From an optimization exercise on the open Yosys and OpenROAD flow, aimed at small area, a short achievable clock period and few clock cycles per item; shortcuts taken in it are not production practice. Only simulation tests tie the RTL to the original design; equivalence was not proved. Power is estimated from default activity; no workload was simulated.

## 03-18
// RGB2YUV
module RGB2YUV (start, clk, rst_n, inportR, inportG, inportB, done, outportY, outportU, outportV);
For scale: about 46 flip-flops, about 58 I/O pins, about 0.0059 mm² of cells after synthesis.
Settings: LEC_CHECK=0, CAP_MARGIN=20, CORE_MARGIN=2, CORE_UTILIZATION=55, SLEW_MARGIN=20, SYNTH_HIERARCHICAL=1, SYNTH_MINIMUM_KEEP_SIZE=0; clock period 10.0 ns.
standard.sh (not shown) runs the stock make flow with config.mk's settings and CLKGATE_MAP_FILE= SYNTH_SCRIPT=/design/flow/synth_recipe.tcl, a recipe that flattens the netlist after the stock synthesis.
==> flow/flow/run.sh <==
#!/bin/bash
# The standard layout (standard.sh), except that the port buffers are
# sky130_fd_sc_hd__buf_1 cells rather than ORFS's default delay buffers, and timing
# repair aims for 5.6 ns of setup slack. Each run's output goes to its own log.
set -euo pipefail
export BUFFER_PORTS_ARGS="-buffer_cell sky130_fd_sc_hd__buf_1"
export SETUP_SLACK_MARGIN=5.6
bash standard.sh synth > synth.log 2>&1
bash standard.sh > layout.log 2>&1
Testbench counts of 03-18, summed over its fixed seeds: cycles 3,208, items 3,200.
Input changes introduced in 01-21 (baseline for comparison: 03-18):
Settings: setting SETUP_SLACK_MARGIN to 5 for the first time.
==> flow/run.sh (new file) <==
#!/bin/bash
# synth_recipe.tcl (not shown) runs the flow's synth.tcl, then flattens the netlist and writes it again
# the make line also repeats each setting of config.mk as NAME=value (left out here)
make -C /OpenROAD-flow-scripts/flow DESIGN_CONFIG=/design/flow/config.mk WORK_HOME=/design/flow/orfs CLKGATE_MAP_FILE= SYNTH_SCRIPT=/design/flow/synth_recipe.tcl finish
removed: flow/flow/run.sh
removed: flow/standard.sh
## What came out
- Looking at post-route total power, 01-21 sits above 03-18.
- Looking only at sequential power share, and setting everything else aside, the lower value of 03-18 and 01-21 goes to 01-21.
- The clock share of power number comes out higher for 03-18 vs 01-21.
- Starting DRC count in detailed routing for 01-21: 29 down relative to 03-18
- Logic gate share of total power: higher on 01-21
- Of 03-18 and 01-21, 01-21 shows the higher global routing met2 resource utilization, with 03-18 below it.
- Against 03-18, 01-21 comes in about 2% lower on design area.
- Diff 03-18 -> 01-21: shortest period the worst path allows has increased, ratio of final minimum period to clock period has increased, share of the final layout cell area in sequential cells increased 0.34 points.

========
RGB2YUV again, from the RTL that the note above started with.
==> flow/config.mk <==
export PLATFORM = sky130hd
export DESIGN_NAME = RGB2YUV
export DESIGN_NICKNAME = RGB2YUV
export VERILOG_FILES = /design/flow/design.v
export SDC_FILE = /design/flow/constraint.sdc
export NUM_CORES = 4
export LEC_CHECK = 0
export CAP_MARGIN = 20
export CORE_MARGIN = 2
export CORE_UTILIZATION = 55
export SLEW_MARGIN = 20
export SYNTH_HIERARCHICAL = 1
export SYNTH_MINIMUM_KEEP_SIZE = 0
==> flow/constraint.sdc <==
create_clock -name core_clock -period 10.0 [get_ports {clk}]
set_input_delay 2.0000 -clock core_clock [delete_from_list [all_inputs] [get_ports {clk}]]
set_output_delay 2.0000 -clock core_clock [all_outputs]
set_load 0.01 [all_outputs]
==> flow/flow/run.sh <==
#!/bin/bash
# The standard layout (standard.sh), except that the port buffers are
# sky130_fd_sc_hd__buf_1 cells rather than ORFS's default delay buffers, and timing
# repair aims for 5.8 ns of setup slack. Each run's output goes to its own log.
set -euo pipefail
export BUFFER_PORTS_ARGS="-buffer_cell sky130_fd_sc_hd__buf_1"
export SETUP_SLACK_MARGIN=5.8
bash standard.sh synth > synth.log 2>&1
bash standard.sh > layout.log 2>&1
Testbench counts at the start, summed over its fixed seeds: cycles 3,208, items 3,200.
==> next run, changes <==
==> flow/flow/run.sh (replaced) <==
#!/bin/bash
# The standard layout (standard.sh), except that the port buffers are
# sky130_fd_sc_hd__buf_1 cells rather than ORFS's default delay buffers, and timing
# repair aims for 5.5 ns of setup slack. Each run's output goes to its own log.
set -euo pipefail
export BUFFER_PORTS_ARGS="-buffer_cell sky130_fd_sc_hd__buf_1"
export SETUP_SLACK_MARGIN=5.5
bash standard.sh synth > synth.log 2>&1
bash standard.sh > layout.log 2>&1
CORE_UTILIZATION = 45   (was 55)
- The new run went through all stages and came out clean
- design area is lower by 6.5%
- routed wire length is lower by 5.4%
- register-to-register slack degrades by 30 ps
- power is lower by 2.0%
- sequential power is about the same
- area after synthesis stays the same
- flip-flop and latch count is unchanged
==> next run, changes <==
==> flow/flow/run.sh (replaced) <==
#!/bin/bash
# The standard layout, except that the port buffers are sky130_fd_sc_hd__buf_1
# cells rather than ORFS's default delay buffers. Each run's output goes to its own log.
set -euo pipefail
export BUFFER_PORTS_ARGS="-buffer_cell sky130_fd_sc_hd__buf_1"
bash standard.sh synth > synth.log 2>&1
bash standard.sh > layout.log 2>&1
CORE_UTILIZATION = 55   (was 45)
SETUP_SLACK_MARGIN = 5   (was unset)
Clock-buffer cell count increases by 1.
Combinational power shrinks by about 1%.
Hold slack gains 6.7 ps.
Routed wire length is lower by 5.1%.
Worst setup slack loses 420 ps.
First-iteration DRC count is lower by 3.9%.
==> next run, changes <==
==> flow/flow/run.sh (replaced) <==
#!/bin/bash
# The standard layout (standard.sh), except that the port buffers are
# sky130_fd_sc_hd__buf_1 cells rather than ORFS's default delay buffers, and timing
# repair aims for 5.4 ns of setup slack. Each run's output goes to its own log.
set -euo pipefail
export BUFFER_PORTS_ARGS="-buffer_cell sky130_fd_sc_hd__buf_1"
export SETUP_SLACK_MARGIN=5.4
bash standard.sh synth > synth.log 2>&1
bash standard.sh > layout.log 2>&1
SETUP_SLACK_MARGIN = unset   (was 5)
After rerunning:
- flip-flop and latch count stays the same
- hold slack degrades by 8.2 ps
- routed wire length went up by 1.1%
- count of clock-buffer cells in the layout went up by 1
- final cell count went up by 1.8%
- setup slack improves by 370 ps
- clock skew stays the same
- design area went up by 2.6%
- global-route usage went up by 0.32 points
==> next run, changes <==
==> flow/flow/run.sh (replaced) <==
#!/bin/bash
# The standard layout, except that the port buffers are sky130_fd_sc_hd__buf_1
# cells rather than ORFS's default delay buffers, and timing repair aims for
# 5.5 ns of setup slack. Each run's output goes to its own log.
set -euo pipefail
export BUFFER_PORTS_ARGS="-buffer_cell sky130_fd_sc_hd__buf_1"
export SETUP_SLACK_MARGIN=5.5
bash standard.sh synth > synth.log 2>&1
bash standard.sh > layout.log 2>&1
The new run ran to the end with no violations.
Count of clock-buffer cells in the layout decreases by 1.
Wire length increases by a few percent.
Cell count is about the same.
Worst setup slack gains 72 ps.
Clock power increases by a quarter to a third.
Sequential cell count does not change.
Synthesized cell count does not change.
Maximum frequency increases slightly.
Final area increases slightly.
Sequential power hardly moves.

========
RGB2YUV again, from the RTL that the note above started with.
Design RGB2YUV, start of the top module:
module RGB2YUV (start, clk, rst_n, inportR, inportG, inportB, done, outportY, outportU, outportV);
export LEC_CHECK = 0
export CAP_MARGIN = 20
export CORE_MARGIN = 2
export CORE_UTILIZATION = 65
export CTS_BUF_LIST = sky130_fd_sc_hd__clkbuf_8
export SLEW_MARGIN = 20
export SYNTH_HIERARCHICAL = 1
export SYNTH_MINIMUM_KEEP_SIZE = 0
create_clock -name core_clock -period 10.0 [get_ports {clk}]
==> flow/flow/run.sh <==
#!/bin/bash
# The standard layout (standard.sh), except that the port buffers are
# sky130_fd_sc_hd__buf_1 cells rather than ORFS's default delay buffers, and timing
# repair aims for 5.5 ns of setup slack. Each run's output goes to its own log.
set -euo pipefail
export BUFFER_PORTS_ARGS="-buffer_cell sky130_fd_sc_hd__buf_1"
export SETUP_SLACK_MARGIN=5.5
bash standard.sh synth > synth.log 2>&1
bash standard.sh > layout.log 2>&1
Testbench counts at the start, summed over its fixed seeds: cycles 3,208, items 3,200.
Edit:
Settings changed: CTS_BUF_LIST sky130_fd_sc_hd__clkbuf_8 to default.
The changed run produced a clean layout.
Setup slack is about the same.
Wire length stays flat.
Count of clock-buffer cells in the layout came out higher by 1.
Final area stays the same.
Synthesized area is unchanged.
Sequential power stays flat.
Power hardly moves.
Clock power barely changes.
Fmax is about the same.
Cell count is unchanged.
Edit:
Settings changed: CORE_UTILIZATION 65 to 75.
Synthesized cell count stays the same.
Routed wire length is higher by about 11%.
Via count grows by 7.4%.
Maximum frequency is lower by 2.7%.
Area after synthesis is unchanged.
First-iteration DRC count goes up by 78%.
Utilization grows by 13 points.
Worst hold slack gets worse by 0.0087 ns.
Non-clock buffer count rises by 15.
Clock power went up by 28%.
Final area rose by about 2.3%.
Edit:
==> flow/flow/run.sh (replaced) <==
#!/bin/bash
# The standard layout, except that the port buffers are sky130_fd_sc_hd__buf_2
# cells rather than ORFS's default delay buffers, and timing repair aims for
# 5.5 ns of setup slack. Each run's output goes to its own log.
set -euo pipefail
export BUFFER_PORTS_ARGS="-buffer_cell sky130_fd_sc_hd__buf_2"
export SETUP_SLACK_MARGIN=5.5
bash standard.sh synth > synth.log 2>&1
bash standard.sh > layout.log 2>&1
Settings changed: CORE_UTILIZATION 75 to 55.
=> Cell count rose by 4.0%; wire length fell by 8.2%; die area rose by 35%; design area rose by 1.1%; synthesized area is unchanged; clock-buffer cell count rose by 2; sequential cell count does not change; total power fell by 1.8%; clock skew does not change; setup slack improves by 0.11 ns.

-- afterwards: timing with drivers on the ports --
The flow's constraints put no driver on any port. The routed layouts listed below were extracted and timed again, unchanged, in two steps.
Step 1: set_driving_cell puts a clkbuf_16 on clk and a buf_2 on each other input, an assumption about the parent block.
Step 2 times the ports against the registers' clock, not the clock port: input delays grow and output delays shrink by t, the midpoint of the rising clock arrivals with the driver on.
Slacks: ideal / step 1 / step 2; pairs: ideal / step 1.
| run | t, ns | setup WS [ns] | slew at the worst register clock pin (ns) |
|---|---|---|---|
| 03-18 | 0.339 | 5.569 / 5.553 / 5.214 | 0.09 / 0.09 |
| 01-21 | 0.342 | 5.119 / 5.136 / 4.794 | 0.10 / 0.10 |
| the first run of note 2 | 0.338 | 5.595 / 5.567 / 5.229 | 0.09 / 0.09 |
| the second run of note 2 | 0.340 | 5.478 / 5.476 / 5.136 | 0.07 / 0.07 |
| the third run of note 2 | 0.335 | 5.061 / 5.071 / 4.736 | 0.09 / 0.09 |
| the fourth run of note 2 | 0.332 | 5.430 / 5.437 / 5.105 | 0.08 / 0.08 |
| the fifth run of note 2 | 0.335 | 5.502 / 5.486 / 5.151 | 0.09 / 0.09 |
| the first run of note 3 | 0.330 | 5.524 / 5.497 / 5.167 | 0.09 / 0.09 |
| the second run of note 3 | 0.329 | 5.522 / 5.500 / 5.171 | 0.09 / 0.09 |
| the third run of note 3 | 0.339 | 5.396 / 5.387 / 5.048 | 0.10 / 0.10 |
| the fourth run of note 3 | 0.336 | 5.510 / 5.488 / 5.209 | 0.09 / 0.09 |
After both steps setup and hold are still met in every run listed. For the first run of note 2, which loses most, drivers alone change the setup slack by -0.028 ns; drivers and shift together by -0.366 ns.
